What follows belongs to an exercise in optimizing a design on an open flow for small area; a production flow would make more cautious choices. At most, simulation tests tie the RTL to the original design; equivalence was not proved. Power is estimated from default activity; no workload was simulated. The clock port is modelled as an ideal driver; clocking choices that lean on that would not hold on a real chip.

Setup of ember:
==> flow/design.v <==
module sort #(
	parameter DATA_W = 32
)(
	input i_clk,
	input i_rst_n,
	input  [DATA_W*8-1:0] i_input,
	output [DATA_W*8-1:0] o_output
);
	function gt32(input [31:0] a, input [31:0] b);
		reg [3:0] g, e;
		reg c;
		integer k, n;
		begin
			for (k = 0; k < 4; k = k + 1) begin
				c = 1'b0;
				for (n = 0; n < 8; n = n + 1)
					c = (a[8*k+n] & ~b[8*k+n]) | ((a[8*k+n] | ~b[8*k+n]) & c);
				g[k] = c;
				e[k] = &(a[8*k +: 8] | ~b[8*k +: 8]);
			end
			for (n = 2; n >= 1; n = n / 2)
				for (k = 0; k < n; k = k + 1) begin
					g[k] = g[2*k+1] | (e[2*k+1] & g[2*k]);
					e[k] = e[2*k+1] & e[2*k];
				end
			gt32 = g[0];
		end
	endfunction
	reg [6:1] vld;
	always @(posedge i_clk or negedge i_rst_n) begin
		if (~i_rst_n) vld <= 6'd0;
		else         vld <= {vld[5:1], 1'b1};
	end
	wire c1_0_gt = gt32(i_input[0 +: 32], i_input[32 +: 32]);   
	wire c1_1_gt = gt32(i_input[64 +: 32], i_input[96 +: 32]);   
	wire c1_2_gt = gt32(i_input[128 +: 32], i_input[160 +: 32]);   
	wire c1_3_gt = gt32(i_input[192 +: 32], i_input[224 +: 32]);   
	wire [31:0] y1_0 = ~((i_input[0 +: 32] | {32{c1_0_gt}}) & (i_input[32 +: 32] | {32{~c1_0_gt}}));
	wire [31:0] y1_1 = ~((i_input[32 +: 32] | {32{c1_0_gt}}) & (i_input[0 +: 32] | {32{~c1_0_gt}}));
	wire [31:0] y1_2 = ~((i_input[64 +: 32] | {32{c1_1_gt}}) & (i_input[96 +: 32] | {32{~c1_1_gt}}));
	wire [31:0] y1_3 = ~((i_input[96 +: 32] | {32{c1_1_gt}}) & (i_input[64 +: 32] | {32{~c1_1_gt}}));
	wire [31:0] y1_4 = ~((i_input[128 +: 32] | {32{c1_2_gt}}) & (i_input[160 +: 32] | {32{~c1_2_gt}}));
	wire [31:0] y1_5 = ~((i_input[160 +: 32] | {32{c1_2_gt}}) & (i_input[128 +: 32] | {32{~c1_2_gt}}));
	wire [31:0] y1_6 = ~((i_input[192 +: 32] | {32{c1_3_gt}}) & (i_input[224 +: 32] | {32{~c1_3_gt}}));
	wire [31:0] y1_7 = ~((i_input[224 +: 32] | {32{c1_3_gt}}) & (i_input[192 +: 32] | {32{~c1_3_gt}}));
	reg [31:0] r1 [0:7];
	always @(posedge i_clk) begin
		r1[0] <= y1_0;
		r1[1] <= y1_1;
		r1[2] <= y1_2;
		r1[3] <= y1_3;
		r1[4] <= y1_4;
		r1[5] <= y1_5;
		r1[6] <= y1_6;
		r1[7] <= y1_7;
	end
	wire c2_0_gt = gt32(~r1[0], ~r1[2]);   
	wire c2_1_gt = gt32(~r1[1], ~r1[3]);   
	wire c2_2_gt = gt32(~r1[4], ~r1[6]);   
	wire c2_3_gt = gt32(~r1[5], ~r1[7]);   
	wire [31:0] y2_0 = ~((r1[0] | {32{c2_0_gt}}) & (r1[2] | {32{~c2_0_gt}}));
	wire [31:0] y2_2 = ~((r1[2] | {32{c2_0_gt}}) & (r1[0] | {32{~c2_0_gt}}));
	wire [31:0] y2_1 = ~((r1[1] | {32{c2_1_gt}}) & (r1[3] | {32{~c2_1_gt}}));
	wire [31:0] y2_3 = ~((r1[3] | {32{c2_1_gt}}) & (r1[1] | {32{~c2_1_gt}}));
	wire [31:0] y2_4 = ~((r1[4] | {32{c2_2_gt}}) & (r1[6] | {32{~c2_2_gt}}));
	wire [31:0] y2_6 = ~((r1[6] | {32{c2_2_gt}}) & (r1[4] | {32{~c2_2_gt}}));
	wire [31:0] y2_5 = ~((r1[5] | {32{c2_3_gt}}) & (r1[7] | {32{~c2_3_gt}}));
	wire [31:0] y2_7 = ~((r1[7] | {32{c2_3_gt}}) & (r1[5] | {32{~c2_3_gt}}));
	reg [31:0] r2 [0:7];
	always @(posedge i_clk) begin
		r2[0] <= y2_0;
		r2[1] <= y2_1;
		r2[2] <= y2_2;
		r2[3] <= y2_3;
		r2[4] <= y2_4;
		r2[5] <= y2_5;
		r2[6] <= y2_6;
		r2[7] <= y2_7;
	end
	wire c3_0_gt = gt32(r2[1], r2[2]);   
	wire c3_1_gt = gt32(r2[5], r2[6]);   
	wire [31:0] y3_1 = ~((r2[1] | {32{c3_0_gt}}) & (r2[2] | {32{~c3_0_gt}}));
	wire [31:0] y3_2 = ~((r2[2] | {32{c3_0_gt}}) & (r2[1] | {32{~c3_0_gt}}));
	wire [31:0] y3_5 = ~((r2[5] | {32{c3_1_gt}}) & (r2[6] | {32{~c3_1_gt}}));
	wire [31:0] y3_6 = ~((r2[6] | {32{c3_1_gt}}) & (r2[5] | {32{~c3_1_gt}}));
	reg [31:0] r3 [0:7];
	always @(posedge i_clk) begin
		r3[0] <= r2[0];
		r3[1] <= y3_1;
		r3[2] <= y3_2;
		r3[3] <= r2[3];
		r3[4] <= r2[4];
		r3[5] <= y3_5;
		r3[6] <= y3_6;
		r3[7] <= r2[7];
	end
	wire c4_0_gt = gt32(r3[0], r3[4]);   
	wire c4_1_gt = gt32(~r3[1], ~r3[5]);   
	wire c4_2_gt = gt32(~r3[2], ~r3[6]);   
	wire c4_3_gt = gt32(r3[3], r3[7]);   
	wire [31:0] y4_0 = ~((r3[0] | {32{c4_0_gt}}) & (r3[4] | {32{~c4_0_gt}}));
	wire [31:0] y4_4 = ~((r3[4] | {32{c4_0_gt}}) & (r3[0] | {32{~c4_0_gt}}));
	wire [31:0] y4_1 = ~((r3[1] | {32{c4_1_gt}}) & (r3[5] | {32{~c4_1_gt}}));
	wire [31:0] y4_5 = ~((r3[5] | {32{c4_1_gt}}) & (r3[1] | {32{~c4_1_gt}}));
	wire [31:0] y4_2 = ~((r3[2] | {32{c4_2_gt}}) & (r3[6] | {32{~c4_2_gt}}));
	wire [31:0] y4_6 = ~((r3[6] | {32{c4_2_gt}}) & (r3[2] | {32{~c4_2_gt}}));
	wire [31:0] y4_3 = ~((r3[3] | {32{c4_3_gt}}) & (r3[7] | {32{~c4_3_gt}}));
	wire [31:0] y4_7 = ~((r3[7] | {32{c4_3_gt}}) & (r3[3] | {32{~c4_3_gt}}));
	reg [31:0] r4 [0:7];
	always @(posedge i_clk) begin
		r4[0] <= y4_0;
		r4[1] <= y4_1;
		r4[2] <= y4_2;
		r4[3] <= y4_3;
		r4[4] <= y4_4;
		r4[5] <= y4_5;
		r4[6] <= y4_6;
		r4[7] <= y4_7;
	end
	wire c5_0_gt = gt32(r4[2], ~r4[4]);   
	wire c5_1_gt = gt32(~r4[3], r4[5]);   
	wire [31:0] y5_2 = ~((r4[2] | {32{c5_0_gt}}) & ((~r4[4]) | {32{~c5_0_gt}}));
	wire [31:0] y5_4 = ~(((~r4[4]) | {32{c5_0_gt}}) & (r4[2] | {32{~c5_0_gt}}));
	wire [31:0] y5_3 = ~((r4[3] | {32{c5_1_gt}}) & ((~r4[5]) | {32{~c5_1_gt}}));
	wire [31:0] y5_5 = ~(((~r4[5]) | {32{c5_1_gt}}) & (r4[3] | {32{~c5_1_gt}}));
	reg [31:0] r5 [0:7];
	always @(posedge i_clk) begin
		r5[0] <= r4[0];
		r5[1] <= r4[1];
		r5[2] <= y5_2;
		r5[3] <= y5_3;
		r5[4] <= y5_4;
		r5[5] <= y5_5;
		r5[6] <= r4[6];
		r5[7] <= r4[7];
	end
	wire c6_0_gt = gt32(r5[1], ~r5[2]);   
	wire c6_1_gt = gt32(r5[3], ~r5[4]);   
	wire c6_2_gt = gt32(r5[5], r5[6]);   
	reg [31:0] r6 [0:7];
	always @(posedge i_clk) begin
		r6[0] <= r5[0];
		r6[1] <= r5[1];
		r6[2] <= r5[2];
		r6[3] <= r5[3];
		r6[4] <= r5[4];
		r6[5] <= r5[5];
		r6[6] <= r5[6];
		r6[7] <= r5[7];
	end
	reg [2:0] s6, ns6;
	always @(posedge i_clk or negedge i_rst_n) begin
		if (~i_rst_n) begin
			s6[0]  <= 1'b0;
			ns6[0] <= 1'b0;
			s6[1]  <= 1'b0;
			ns6[1] <= 1'b0;
			s6[2]  <= 1'b0;
			ns6[2] <= 1'b0;
		end else begin
			s6[0]  <= c6_0_gt & vld[5];
			ns6[0] <= ~c6_0_gt & vld[5];
			s6[1]  <= c6_1_gt & vld[5];
			ns6[1] <= ~c6_1_gt & vld[5];
			s6[2]  <= c6_2_gt & vld[5];
			ns6[2] <= ~c6_2_gt & vld[5];
		end
	end
	wire [31:0] y6_1 = ((~r6[2]) & {32{s6[0]}}) | (r6[1] & {32{ns6[0]}});
	wire [31:0] y6_2 = (r6[1] & {32{s6[0]}}) | ((~r6[2]) & {32{ns6[0]}});
	wire [31:0] y6_3 = ((~r6[4]) & {32{s6[1]}}) | (r6[3] & {32{ns6[1]}});
	wire [31:0] y6_4 = (r6[3] & {32{s6[1]}}) | ((~r6[4]) & {32{ns6[1]}});
	wire [31:0] y6_5 = (r6[6] & {32{s6[2]}}) | (r6[5] & {32{ns6[2]}});
	wire [31:0] y6_6 = (r6[5] & {32{s6[2]}}) | (r6[6] & {32{ns6[2]}});
	wire [31:0] y6_0 = ~(r6[0] | {32{~vld[6]}});
	wire [31:0] y6_7 = ~(r6[7] | {32{~vld[6]}});
	assign o_output[0 +: 32] = y6_0;
	assign o_output[32 +: 32] = y6_1;
	assign o_output[64 +: 32] = y6_2;
	assign o_output[96 +: 32] = y6_3;
	assign o_output[128 +: 32] = y6_4;
	assign o_output[160 +: 32] = y6_5;
	assign o_output[192 +: 32] = y6_6;
	assign o_output[224 +: 32] = y6_7;
endmodule
Settings: LEC_CHECK=0, CAP_MARGIN=20, CORE_MARGIN=2, CORE_UTILIZATION=60, SLEW_MARGIN=20; clock period 4.0 ns.
standard.sh (not shown) runs the stock make flow with config.mk's settings and CLKGATE_MAP_FILE= SYNTH_SCRIPT=/design/flow/synth_recipe.tcl, a recipe that flattens the netlist after the stock synthesis.
==> flow/flow/run.sh <==
#!/bin/bash
# Own layout flow: the standard ORFS flow (standard.sh) with three changes:
#  - synthesis maps the logic with an area-oriented ABC script (flow/area.abc);
#    everything else in the synthesis, registers included, is the standard flow's own
#    (synth_recipe.tcl),
#  - port buffers use the smallest buffer cell,
#  - clock tree synthesis clusters more sinks per leaf buffer and inserts no
#    dummy loads.
# Each tool's output is in orfs/logs/; make's output is in run_make.log.
set -euo pipefail
W=$(pwd)
cat > "$W/own_synth.tcl" <<EOT
# The standard flow's synthesis, with ABC's mapping script replaced
proc abc {args} {
  set i [lsearch -exact \$args -script]
  if {\$i >= 0} { lset args [expr {\$i + 1}] $W/flow/area.abc }
  yosys abc {*}\$args
}
source $W/synth_recipe.tcl
EOT
bash "$W/standard.sh" \
  "SYNTH_SCRIPT=$W/own_synth.tcl" \
  "BUFFER_PORTS_ARGS=-buffer_cell sky130_fd_sc_hd__buf_1" \
  "CTS_ARGS=-sink_clustering_enable -repair_clock_nets -dont_use_dummy_load -buf_list sky130_fd_sc_hd__clkbuf_16 -sink_clustering_size 30 -sink_clustering_max_diameter 80" \
  finish > "$W/run_make.log" 2>&1
==> flow/flow/area.abc <==
strash
dc2 -b -l
dch -f
dc2 -b -l
dch -f
amap
topo
What juniper does differently from ember at the input level:
--- a/flow/design.v
+++ b/flow/design.v
@@ -8,16 +8,16 @@
 );
 	function gt32(input [31:0] a, input [31:0] b);
-		reg [3:0] g, e;
+		reg [7:0] g, e;
 		reg c;
 		integer k, n;
 		begin
-			for (k = 0; k < 4; k = k + 1) begin
+			for (k = 0; k < 8; k = k + 1) begin
 				c = 1'b0;
-				for (n = 0; n < 8; n = n + 1)
-					c = (a[8*k+n] & ~b[8*k+n]) | ((a[8*k+n] | ~b[8*k+n]) & c);
+				for (n = 0; n < 4; n = n + 1)
+					c = (a[4*k+n] & ~b[4*k+n]) | ((a[4*k+n] | ~b[4*k+n]) & c);
 				g[k] = c;
-				e[k] = &(a[8*k +: 8] | ~b[8*k +: 8]);
+				e[k] = &(a[4*k +: 4] | ~b[4*k +: 4]);
 			end
-			for (n = 2; n >= 1; n = n / 2)
+			for (n = 4; n >= 1; n = n / 2)
 				for (k = 0; k < n; k = k + 1) begin
 					g[k] = g[2*k+1] | (e[2*k+1] & g[2*k]);
HPWL after detailed placement, ember and juniper, higher one = juniper. Looking at master of the slowest instance on the critical path, the sky130_fd_sc_hd__o22ai_1 result is from juniper; the sky130_fd_sc_hd__or4b_1 one comes from ember. Delta (juniper minus ember): worst setup slack has increased; total wirelength of the detailed-routed design up 6.7 mm. juniper vs. ember: count of routing violations after the opening detailed-route iteration rose 1,334, register share of total power fell 0.5 points, number of cells on the critical path fell 5, power rose 2.7 mW, time the final worst path needs with I/O delays and setup fell 0.29 ns. juniper ends up with a weighted congestion at the end of routability-driven global placement that is about 4.5% higher than in ember. juniper finished all stages; the layout is clean. Termination of the worst setup path = r2[1][1]$_DFF_P_: juniper; termination of the worst setup path = r2[1][20]$_DFF_P_: ember.
For juniper, only the layout was checked, not whether the RTL still works.

========
RTL: the design.v shown in full above, as it stands there.
clock: 4.0 ns
lec_check: 0
cap_margin: 20
core_margin: 2
core_utilization: 60
slew_margin: 20
==> flow/flow/area.abc <==
strash
dc2 -b -l
dc2 -b -l
dc2 -b -l
dch -f
amap
topo
Scripts as last shown in full above: flow/flow/run.sh
The baseline finished but failed the layout checks on setup timing.
Then changed:
--- a/flow/design.v
+++ b/flow/design.v
@@ -6,20 +6,14 @@
 	input  [DATA_W*8-1:0] i_input,
 	output [DATA_W*8-1:0] o_output
 );
 	function gt32(input [31:0] a, input [31:0] b);
-		reg [3:0] g, e;
-		reg c;
+		reg [31:0] g, e;
 		integer k, n;
 		begin
-			for (k = 0; k < 4; k = k + 1) begin
-				c = 1'b0;
-				for (n = 0; n < 8; n = n + 1)
-					c = (a[8*k+n] & ~b[8*k+n]) | ((a[8*k+n] | ~b[8*k+n]) & c);
-				g[k] = c;
-				e[k] = &(a[8*k +: 8] | ~b[8*k +: 8]);
-			end
-			for (n = 2; n >= 1; n = n / 2)
+			g = a & ~b;
+			e = a | ~b;
+			for (n = 16; n >= 1; n = n / 2)
 				for (k = 0; k < n; k = k + 1) begin
 					g[k] = g[2*k+1] | (e[2*k+1] & g[2*k]);
 					e[k] = e[2*k+1] & e[2*k];
 				end
- This time the run produced a clean layout
- cell count hardly moves
- hold slack gets worse by 0.021 ns
- synthesized area rose by 1.1%
- count of clock-buffer cells in the layout does not change
- flip-flop and latch count does not change
- wire length fell by 1.3%
- non-clock buffer count fell by 23
- via count rose by 0.79%
- design area fell by 0.45%
- global-route usage fell by 0.47 points

========
RTL: the design.v shown in full above, as it stands there.
Settings: LEC_CHECK=0, CAP_MARGIN=20, CORE_MARGIN=2, CORE_UTILIZATION=65, SLEW_MARGIN=20; clock period 4.0 ns.
==> flow/flow/area.abc <==
strash
dc2 -b -l
dch -f
dc2 -b -l
dch -f
amap
topo
Scripts as last shown in full above: flow/flow/run.sh
The baseline produced a clean layout.
Change:
--- a/flow/design.v
+++ b/flow/design.v
@@ -4,24 +4,24 @@
 	input i_clk,
 	input i_rst_n,
 	input  [DATA_W*8-1:0] i_input,
 	output [DATA_W*8-1:0] o_output
 );
 	function gt32(input [31:0] a, input [31:0] b);
-		reg [3:0] g, e;
+		reg [7:0] g, e;
 		reg c;
 		integer k, n;
 		begin
-			for (k = 0; k < 4; k = k + 1) begin
+			for (k = 0; k < 8; k = k + 1) begin
 				c = 1'b0;
-				for (n = 0; n < 8; n = n + 1)
-					c = (a[8*k+n] & ~b[8*k+n]) | ((a[8*k+n] | ~b[8*k+n]) & c);
+				for (n = 0; n < 4; n = n + 1)
+					c = (a[4*k+n] & ~b[4*k+n]) | ((a[4*k+n] | ~b[4*k+n]) & c);
 				g[k] = c;
-				e[k] = &(a[8*k +: 8] | ~b[8*k +: 8]);
+				e[k] = &(a[4*k +: 4] | ~b[4*k +: 4]);
 			end
-			for (n = 2; n >= 1; n = n / 2)
+			for (n = 4; n >= 1; n = n / 2)
 				for (k = 0; k < n; k = k + 1) begin
 					g[k] = g[2*k+1] | (e[2*k+1] & g[2*k]);
 					e[k] = e[2*k+1] & e[2*k];
 				end
 			gt32 = g[0];
 		end
Worst hold slack gains 0.028 ns. Maximum frequency went up by a few percent. First-iteration DRC count goes up by about a fifth. Final area hardly moves. Total power rises by a few percent. Sequential share of layout area decreases by 0.12 points. Wire length climbs by a few percent.
Only the layout flow was run in the second run of this note; the RTL was not checked for function there.

## port drivers added, routing unchanged
In the flow no input, the clock included, has a driving cell. The finished layouts below were timed again as built, in two steps. Step 1 (the two cells are an assumption about what drives the block):
set clk [get_ports {i_clk}]
set_driving_cell -lib_cell sky130_fd_sc_hd__clkbuf_16 $clk
set_driving_cell -lib_cell sky130_fd_sc_hd__buf_2 [delete_from_list [all_inputs] $clk]
Step 2 times the ports against the registers' clock, not the clock port: input delays grow and output delays shrink by t, the midpoint of the rising clock arrivals with the driver on. Slacks: no drivers / after step 1 / after step 2; pairs: no drivers / after step 1.
run | t (ns) | setup WS [ns] | latest minus earliest clock arrival (ns) | pins driven straight from the clock port
ember | 0.724 | 0.204 / 0.204 / -0.297 | 0.039 / 0.039 | 1
juniper | 0.718 | 0.492 / 0.492 / 0.233 | 0.063 / 0.063 | 1
the first run of note 2 | 0.726 | -0.034 / -0.034 / -0.034 | 0.040 / 0.040 | 1
the second run of note 2 | 0.738 | 0.546 / 0.546 / 0.412 | 0.045 / 0.045 | 1
the first run of note 3 | 0.728 | 0.207 / 0.207 / -0.243 | 0.049 / 0.049 | 1
the second run of note 3 | 0.720 | 0.389 / 0.389 / -0.053 | 0.036 / 0.037 | 1
With both steps, setup timing fails in ember, the first run of note 3 and the second run of note 3, where it was met with ideal ports. For ember, which loses most, drivers alone change the setup slack by 0.000 ns; drivers and shift together by -0.501 ns.
